From an optimization exercise on the open Yosys and OpenROAD flow, aimed at small area and a short achievable clock period; shortcuts taken in it are not production practice. No run shown here included a check of the RTL's function; only the layout flow was run. Power figures rest on the tool's default switching activity, not on a simulated workload.

==> flow/design.v, too long to show whole: its modules and the start of the top module <==
// module IEEE754_Mult: 757 lines
// module fa: 4 lines
module IEEE754_Mult
(
	input clock,
	input resetn,
	input [31:0] a,
	input [31:0] b,
	output [31:0] y
);
  // ...
==> flow/flow/run.sh <==
#!/bin/bash
set -euo pipefail
bash standard.sh SETUP_SLACK_MARGIN=7 TNS_END_PERCENT=1 "BUFFER_PORTS_ARGS=-buffer_cell sky130_fd_sc_hd__buf_2" finish > standard.log 2>&1
==> flow/standard.sh <==
#!/bin/bash
# synth_recipe.tcl (not shown) runs the flow's synth.tcl, then flattens the netlist and writes it again
# the make line also repeats each setting of config.mk as NAME=value (left out here)
make -C /OpenROAD-flow-scripts/flow DESIGN_CONFIG=/design/flow/config.mk WORK_HOME=/design/flow/orfs CLKGATE_MAP_FILE= SYNTH_SCRIPT=/design/flow/synth_recipe.tcl "${@:-finish}"
==> flow/config.mk <==
export PLATFORM = sky130hd
export DESIGN_NAME = IEEE754_Mult
export DESIGN_NICKNAME = IEEE754_Mult
export VERILOG_FILES = /design/flow/design.v
export SDC_FILE = /design/flow/constraint.sdc
export NUM_CORES = 4
export LEC_CHECK = 0
export CAP_MARGIN = 20
export CORE_MARGIN = 2
export CORE_UTILIZATION = 40
export CTS_BUF_LIST = sky130_fd_sc_hd__clkbuf_4 sky130_fd_sc_hd__clkbuf_8
export SETUP_SLACK_MARGIN = 5
export SLEW_MARGIN = 75
export SYNTH_HIERARCHICAL = 1
==> flow/constraint.sdc <==
create_clock -name core_clock -period 11.0 [get_ports {clock}]
set_input_delay 2.2000 -clock core_clock [delete_from_list [all_inputs] [get_ports {clock}]]
set_output_delay 2.2000 -clock core_clock [all_outputs]
set_load 0.01 [all_outputs]
==> results.cfg, run 1 <==
[sta]
grt_setup_unrepaired = true
min_period_ns = 4.786
holdWs_ns = 0.3318
hold_viol = 0
tightest_slew_ns = 0.4232

[cts]
clock-sinks = 143
clock_path_buffers = 2

[run_status]
status = timing/DRC/antenna clean

[critical_path]
slowest_stage = dfxtp_4
cp-start-kind = register
crit_arrival_ns = 2.59
crit_start = bg0$_DFF_P_

[global_route]
grt_remaining_overflow = 0
met2_usage_pct = 40.17

[synthesis]
yosysTopAreaCellShare_pct = 19.89
synth.distinct_cells = 56
yosysWarnings = 7
yosysSeqAreaShare_pct = 17.03
syn_inst = 1799
syn-num-nets = 2160
yosysMostFrequentCell = xnor2_1
synthXorXnorAreaFrac_pct = 13.22

[power]
p_leak_nw = 7.622
seqPwrFrac_pct = 15.4
comb_power_share_pct = 77.5
pg_clk_uw = 437

[route]
wl_um = 56330
drcViolationCount = 0

[final_layout]
fillers = 3897
final_common_cell = xnor2_1
largest_reg_flops = 25
area_delta_synth_final_pct = 12.96
multi_input_area_share_pct = 69.04
multi_input_area_um2 = 13110
seq-cell-share_pct = 15.75

[floorplan]
core_um2 = 41760

[place]
placed_area_um2 = 18060
==> run 2, diff against run 1 <==
--- a/flow/design.v
+++ b/flow/design.v
@@ -672,89 +672,89 @@
 	wire s618, c619;
 	fa us618 (.a(s530), .b(pp214), .c(c529), .s(s618), .co(c619));
 	wire s620, c621;
 	fa us620 (.a(c531), .b(s532), .c(pp215), .s(s620), .co(c621));
 	wire s622 = ~c533;
 	wire [12:0] l0_s = {1'b0, c549, c547, c545, c543, c541, c539, c537, c535, s534, pp3, pp2, bo[0]} + {1'b0, s550, s548, s546, s544, s542, s540, s538, s536, pp28, 1'b0, 1'b0, pp1};
 	wire [11:0] l1_s = {1'b0, c571, c569, c567, c565, c563, c561, c559, c557, c555, c553, c551} + {1'b0, s572, s570, s568, s566, s564, s562, s560, s558, s556, s554, s552};
 	wire l1_ones = &({c571, c569, c567, c565, c563, c561, c559, c557, c555, c553, c551} ^ {s572, s570, s568, s566, s564, s562, s560, s558, s556, s554, s552});
-	wire [5:0] b0_s = {1'b0, c581, c579, c577, c575, c573} + {1'b0, s582, s580, s578, s576, s574};
-	wire [5:0] b1_s = {1'b0, c591, c589, c587, c585, c583} + {1'b0, s592, s590, s588, s586, s584};
-	wire [5:0] b2_s = {1'b0, c601, c599, c597, c595, c593} + {1'b0, s602, s600, s598, s596, s594};
-	wire [5:0] b3_s = {1'b0, c611, c609, c607, c605, c603} + {1'b0, s612, s610, s608, s606, s604};
-	wire [5:0] b4_s = {1'b0, c621, c619, c617, c615, c613} + {1'b0, s622, s620, s618, s616, s614};
+	wire [6:0] b0_s = {1'b0, c583, c581, c579, c577, c575, c573} + {1'b0, s584, s582, s580, s578, s576, s574};
+	wire [6:0] b1_s = {1'b0, c595, c593, c591, c589, c587, c585} + {1'b0, s596, s594, s592, s590, s588, s586};
+	wire [6:0] b2_s = {1'b0, c607, c605, c603, c601, c599, c597} + {1'b0, s608, s606, s604, s602, s600, s598};
+	wire [6:0] b3_s = {1'b0, c619, c617, c615, c613, c611, c609} + {1'b0, s620, s618, s616, s614, s612, s610};
+	wire [1:0] b4_s = {1'b0, c621} + {1'b0, s622};
 	reg        z2, s2;
 	reg [7:0]  e2;
 	reg lg0, lg1, lp1;
-	reg [4:0] bs0;
+	reg [5:0] bs0;
 	reg bg0;
 	reg bp0;
-	reg [4:0] bs1;
+	reg [5:0] bs1;
 	reg bg1;
 	reg bp1;
-	reg [4:0] bs2;
+	reg [5:0] bs2;
 	reg bg2;
 	reg bp2;
-	reg [4:0] bs3;
+	reg [5:0] bs3;
 	reg bg3;
 	reg bp3;
-	reg [4:0] bs4;
+	reg [0:0] bs4;
 	always @(posedge clock) begin
 		z2 <= !resetn || z1;
 		s2 <= s1;
 		e2 <= e1;
 		lg0 <= l0_s[12];
 		lg1 <= l1_s[11];
 		lp1 <= l1_ones;
-		bs0 <= b0_s[4:0];
-		bg0 <= b0_s[5];
-		bp0 <= &({c581, c579, c577, c575, c573} ^ {s582, s580, s578, s576, s574});
-		bs1 <= b1_s[4:0];
-		bg1 <= b1_s[5];
-		bp1 <= &({c591, c589, c587, c585, c583} ^ {s592, s590, s588, s586, s584});
-		bs2 <= b2_s[4:0];
-		bg2 <= b2_s[5];
-		bp2 <= &({c601, c599, c597, c595, c593} ^ {s602, s600, s598, s596, s594});
-		bs3 <= b3_s[4:0];
-		bg3 <= b3_s[5];
-		bp3 <= &({c611, c609, c607, c605, c603} ^ {s612, s610, s608, s606, s604});
-		bs4 <= b4_s[4:0];
+		bs0 <= b0_s[5:0];
+		bg0 <= b0_s[6];
+		bp0 <= &({c583, c581, c579, c577, c575, c573} ^ {s584, s582, s580, s578, s576, s574});
+		bs1 <= b1_s[5:0];
+		bg1 <= b1_s[6];
+		bp1 <= &({c595, c593, c591, c589, c587, c585} ^ {s596, s594, s592, s590, s588, s586});
+		bs2 <= b2_s[5:0];
+		bg2 <= b2_s[6];
+		bp2 <= &({c607, c605, c603, c601, c599, c597} ^ {s608, s606, s604, s602, s600, s598});
+		bs3 <= b3_s[5:0];
+		bg3 <= b3_s[6];
+		bp3 <= &({c619, c617, c615, c613, c611, c609} ^ {s620, s618, s616, s614, s612, s610});
+		bs4 <= b4_s[0:0];
 	end
 	wire cb0 = lg1 | (lp1 & lg0);
 	wire r0_0 = bs0[0] ^ cb0;
 	wire r0_1 = bs0[1] ^ (cb0 & (&bs0[0:0]));
 	wire r0_2 = bs0[2] ^ (cb0 & (&bs0[1:0]));
 	wire r0_3 = bs0[3] ^ (cb0 & (&bs0[2:0]));
 	wire r0_4 = bs0[4] ^ (cb0 & (&bs0[3:0]));
+	wire r0_5 = bs0[5] ^ (cb0 & (&bs0[4:0]));
 	wire cb1 = bg0 | (cb0 & bp0);
 	wire r1_0 = bs1[0] ^ cb1;
 	wire r1_1 = bs1[1] ^ (cb1 & (&bs1[0:0]));
 	wire r1_2 = bs1[2] ^ (cb1 & (&bs1[1:0]));
 	wire r1_3 = bs1[3] ^ (cb1 & (&bs1[2:0]));
 	wire r1_4 = bs1[4] ^ (cb1 & (&bs1[3:0]));
+	wire r1_5 = bs1[5] ^ (cb1 & (&bs1[4:0]));
 	wire cb2 = bg1 | (cb1 & bp1);
 	wire r2_0 = bs2[0] ^ cb2;
 	wire r2_1 = bs2[1] ^ (cb2 & (&bs2[0:0]));
 	wire r2_2 = bs2[2] ^ (cb2 & (&bs2[1:0]));
 	wire r2_3 = bs2[3] ^ (cb2 & (&bs2[2:0]));
 	wire r2_4 = bs2[4] ^ (cb2 & (&bs2[3:0]));
+	wire r2_5 = bs2[5] ^ (cb2 & (&bs2[4:0]));
 	wire cb3 = bg2 | (cb2 & bp2);
 	wire r3_0 = bs3[0] ^ cb3;
 	wire r3_1 = bs3[1] ^ (cb3 & (&bs3[0:0]));
 	wire r3_2 = bs3[2] ^ (cb3 & (&bs3[1:0]));
 	wire r3_3 = bs3[3] ^ (cb3 & (&bs3[2:0]));
 	wire r3_4 = bs3[4] ^ (cb3 & (&bs3[3:0]));
+	wire r3_5 = bs3[5] ^ (cb3 & (&bs3[4:0]));
 	wire cb4 = bg3 | (cb3 & bp3);
 	wire r4_0 = bs4[0] ^ cb4;
-	wire r4_1 = bs4[1] ^ (cb4 & (&bs4[0:0]));
-	wire r4_2 = bs4[2] ^ (cb4 & (&bs4[1:0]));
-	wire r4_3 = bs4[3] ^ (cb4 & (&bs4[2:0]));
-	wire r4_4 = bs4[4] ^ (cb4 & (&bs4[3:0]));
-	wire [24:0] m2 = {r4_4, r4_3, r4_2, r4_1, r4_0, r3_4, r3_3, r3_2, r3_1, r3_0, r2_4, r2_3, r2_2, r2_1, r2_0, r1_4, r1_3, r1_2, r1_1, r1_0, r0_4, r0_3, r0_2, r0_1, r0_0};
+	wire [24:0] m2 = {r4_0, r3_5, r3_4, r3_3, r3_2, r3_1, r3_0, r2_5, r2_4, r2_3, r2_2, r2_1, r2_0, r1_5, r1_4, r1_3, r1_2, r1_1, r1_0, r0_5, r0_4, r0_3, r0_2, r0_1, r0_0};
 	wire [7:0]  e2p1 = e2 + 8'd1;
 	wire [7:0]  ey = m2[24] ? e2p1 : e2;
 	wire [22:0] my = m2[24] ? m2[23:1] : m2[22:0];
 	assign y = z2 ? 32'h00000000 : {s2, ey, my};
 endmodule
 module fa (input a, input b, input c, output s, output co);
 	assign s = a ^ b ^ c;
 	assign co = (a & b) | (a & c) | (b & c);
--- a/flow/config.mk
+++ b/flow/config.mk
@@ -5,10 +5,10 @@
 export SDC_FILE = /design/flow/constraint.sdc
 export NUM_CORES = 4
 export LEC_CHECK = 0
 export CAP_MARGIN = 20
 export CORE_MARGIN = 2
 export CORE_UTILIZATION = 40
 export CTS_BUF_LIST = sky130_fd_sc_hd__clkbuf_4 sky130_fd_sc_hd__clkbuf_8
 export SETUP_SLACK_MARGIN = 5
-export SLEW_MARGIN = 75
+export SLEW_MARGIN = 20
 export SYNTH_HIERARCHICAL = 1
==> run 2 against run 1 <==
  * Combinational power grew 7.1%
  * Utilization down 0.66 points
  * Synthesized area is 2.4% higher
  * Largest cell class unchanged
==> results.cfg, run 2 <==
[final_layout]
largest_reg_flops = 25
drive_above_1_share_pct = 17.13
largest_register = t3
final_cell_mix = 228 x xnor2_1, 168 x a22o_1, 154 x fa_1, 147 x a221oi_1, 130 x dfxtp_1
reg_top3 = t3: 25 flops, ma: 23 flops
n_antenna_cell = 0
final_net_count = 2174
final_area_um2 = 18930
final_common_cell = xnor2_1
area_delta_synth_final_pct = 9.968

[critical_path]
path_cells = a211o_4 > nand2_4 > a221o_2 > nor2_4 > buf_6 > a311o_1 > a31oi_2 > buf_2
crit_type = register to output pin
crit_arrival_ns = 2.50
slowest_stage = dfxtp_4
rr_worst_depth = 15
cp-start-kind = register
worstPathRequired_ns = 8.80
crit-reg2reg-launch = t3[7]$_DFF_P_
end_kind = output pin
r2r_setup_slack_ns = 6.40
critPathMaxFanout = 6
regToRegEndpoint = bg0$_DFF_P_
worst_path_largest_cell_delay_ns = 0.37

[place]
placement.io_buffers = 97
gp_congestion = 0.9241
placed_area_um2 = 18260
hpwl_um = 39970
preCtsSetupSlack_ns = 6.279

[floorplan]
io_pins = 98
die_w_um = 211.4
fp.dieArea_um2 = 44700
num_rows = 75
die_h_um = 211.4
initial_core_util_pct = 40.76
core_um2 = 42230

[sta]
relSlewSlack_pct = 44.74
slew_viol_final = 0
tightest_slew_ns = 0.8277
finalSetupViolations = 0
max_clock_freq_mhz = 212.8
tns_ns = 0
finClkSkew_ns = 0.01497
hold_viol = 0
min_period_ns = 4.698
layout_setup_ws_ns = 6.302
grt_setup_unrepaired = true
period_share_pct = 42.71

[synthesis]
ys_top_cells_by_area = fa_1 19%, dfxtp_1 17%, xnor2_1 12%
synth_edf_count = 0
yosysSeqAreaShare_pct = 16.63
synth_seq_cells = 143
avgSynthCellArea_um2 = 9.435
synthTopCellsByCount = 228 x xnor2_1, 184 x clkbuf_1, 176 x a221oi_1
yosys.area.top_type = fa_1
yosysWarnings = 7
synth-main-ff-cell = dfxtp_1
synth.distinct_cells = 76
syn-num-nets = 2184
yosysMostFrequentCell = xnor2_1
syn_inst = 1824
syn_area_um2 = 17210
yosysTopAreaCellShare_pct = 19.31
ys_async_sr_fraction_pct = 0

[hold_path]
worst_hold_path.num_cells = 0
hold_path_class = register to register
min_from = e1[7]$_DFF_P_
holdPathEnd = e2[7]$_DFF_P_

[route]
initialDrtViolationCount = 1330
num_vias = 14980
drcViolationCount = 0
wl_per_cell_um = 24.22
dr.pass1.iters = 6
vias_per_cell = 6.333
wl_um = 57310
ant_nets = 0

[global_route]
antenna_found_initial = 0
grt_max_degree = 29
grt_pass1_vias = 14930
grt_remaining_overflow = 0
track_usage_pct = 25.69
grt_pass1_wl_um = 88750

[job]
cap_viol_max_count = 0

[cts]
clockRootBuffer = clkbuf_8
cts_tree = done
clock_path_buffers = 2
clock-sinks = 143
cts_buffers = 17
clk_pin_slew_ns = 0.09
hold_buffers = 0
worst_skew_pair.late_latency_ns = 0.49
h-tree-depth = 4

[power]
p_per_area_nw_per_um2 = 340.9
p_total_mw = 6.452
peakVddDrop_v = 0.0002119
p_leak_nw = 7.651

[run_status]
status = timing/DRC/antenna clean
[run 2: worst max path at each step]
stage	endpoint	from	depth (start not counted)	slack, ns
2_1_floorplan	bg0$_DFF_P_	ma[18]$_DFF_P_	17	6.98
3_3_place_gp	y[14]	lp1$_DFF_P_	7	6.30
3_5_place_dp	y[14]	lp1$_DFF_P_	7	6.28
4_1_cts	y[2]	lp1$_DFF_P_	7	6.26
5_1_grt	y[21]	lp1$_DFF_P_	8	6.24
6_report	y[13]	lp1$_DFF_P_	8	6.30
[run 2: logic make-up (layout without fill, tap and decap cells)]
family / count (synthesis) / count (layout) / synth area share (%)
multiplexers: 6 / 6 / 0.3635
buffers and inverters: 314 / 314 / 7.088
flip-flops: 143 / 143 / 16.63
AO/OA/AOI/OAI: 598 / 598 / 28.10
AND/OR/NAND/NOR: 221 / 224 / 6.580
adder cells (fa/ha/maj): 294 / 294 / 28.62
XOR/XNOR: 248 / 248 / 12.62
[run 2: worst max-delay path: cells and delay by family, from the launching register on]
kind	cells	cell delay [ns]
and+or+nand+nor	2	0.19
DFF	1	0.37
AOI/OAI and AO/OA	4	1.14
buffers and inverters	2	0.31
[run 2: area by class of cell]
cell class | count | area [µm²]
well taps | 539 | 674.4
fillers | 4064 | 23300
flip-flops and latches | 143 | 2884
clock buffers | 18 | 241.5
clock inverters | 14 | 153.9
repair buffers | 166 | 1018
multi-input cells | 1370 | 13520
inverters | 116 | 435.4
[run 2: what timing repair did]
item / in CTS / in global routing
endpoints found under the setup margin: 54 / 58
resized for setup: 17 / 15
buffers inserted: 7 / 7
pin swaps: 6 / 13
cloned: 2 / 1
[run 2: per-layer routing]
metal / vias up / track usage (%) / part of all wire, %
li1: 6664 / - / -
met1: 7347 / 35.06 / 43
met2: 816 / 39.13 / 43
met3: 157 / 6.735 / 10
met4: 0 / 9.228 / 3.4
met5: - / 0 / 0
[run 2: Yosys stat by module (local to each module, per instance)]
module / cells inside / area [µm²] / flops+latches / times used
IEEE754_Mult: 1664 / 14010 / 143 / 1
fa: 1 / 20.02 / 0 / 160
[run 2: through the flow]
stage | util (%) | cells | hold slack [ns]
after floorplan | - | 1824 | 0.3096
after global placement | 43.24 | 2317 | 0.3139
after detailed placement | 43.24 | 2317 | 0.3121
after CTS | 44.52 | 2358 | 0.3372
after global routing | 44.82 | 2366 | 0.3387
final | 44.82 | 2366 | 0.3368
[run 2: report_power, final]
group	switching, mW	internal (mW)	leakage (nW)
Sequential	0.196	0.712	1.20
Combinational	2.69	2.43	6.25
Clock	0.216	0.207	0.200

-- re-timing with driven ports --
The flow's constraints put no driver on any port. The routed layouts listed below were extracted and timed again, unchanged, in two steps. Step 1: set_driving_cell puts a clkbuf_16 on clock and a buf_2 on each other input, an assumption about the parent block. Step 2 moves the port delays by t, midway between the first and last clock arrival at a register: inputs arrive t later, outputs are due t later. That takes back most of the time a late clock gives input paths. Slacks: ideal / step 1 / step 2; pairs: ideal / step 1.
run	shift t [ns]	slack for setup (ns)	worst setup path at the end	worst data-port slew with drivers (ns)
run 1	0.527	6.214 / 6.166 / 6.126	input to register	0.06
run 2	0.522	6.302 / 6.260 / 6.396	register to register	0.04
After both steps every run listed still meets setup and hold. For run 1, which loses most, drivers alone change the setup slack by -0.048 ns; drivers and shift together by -0.088 ns.
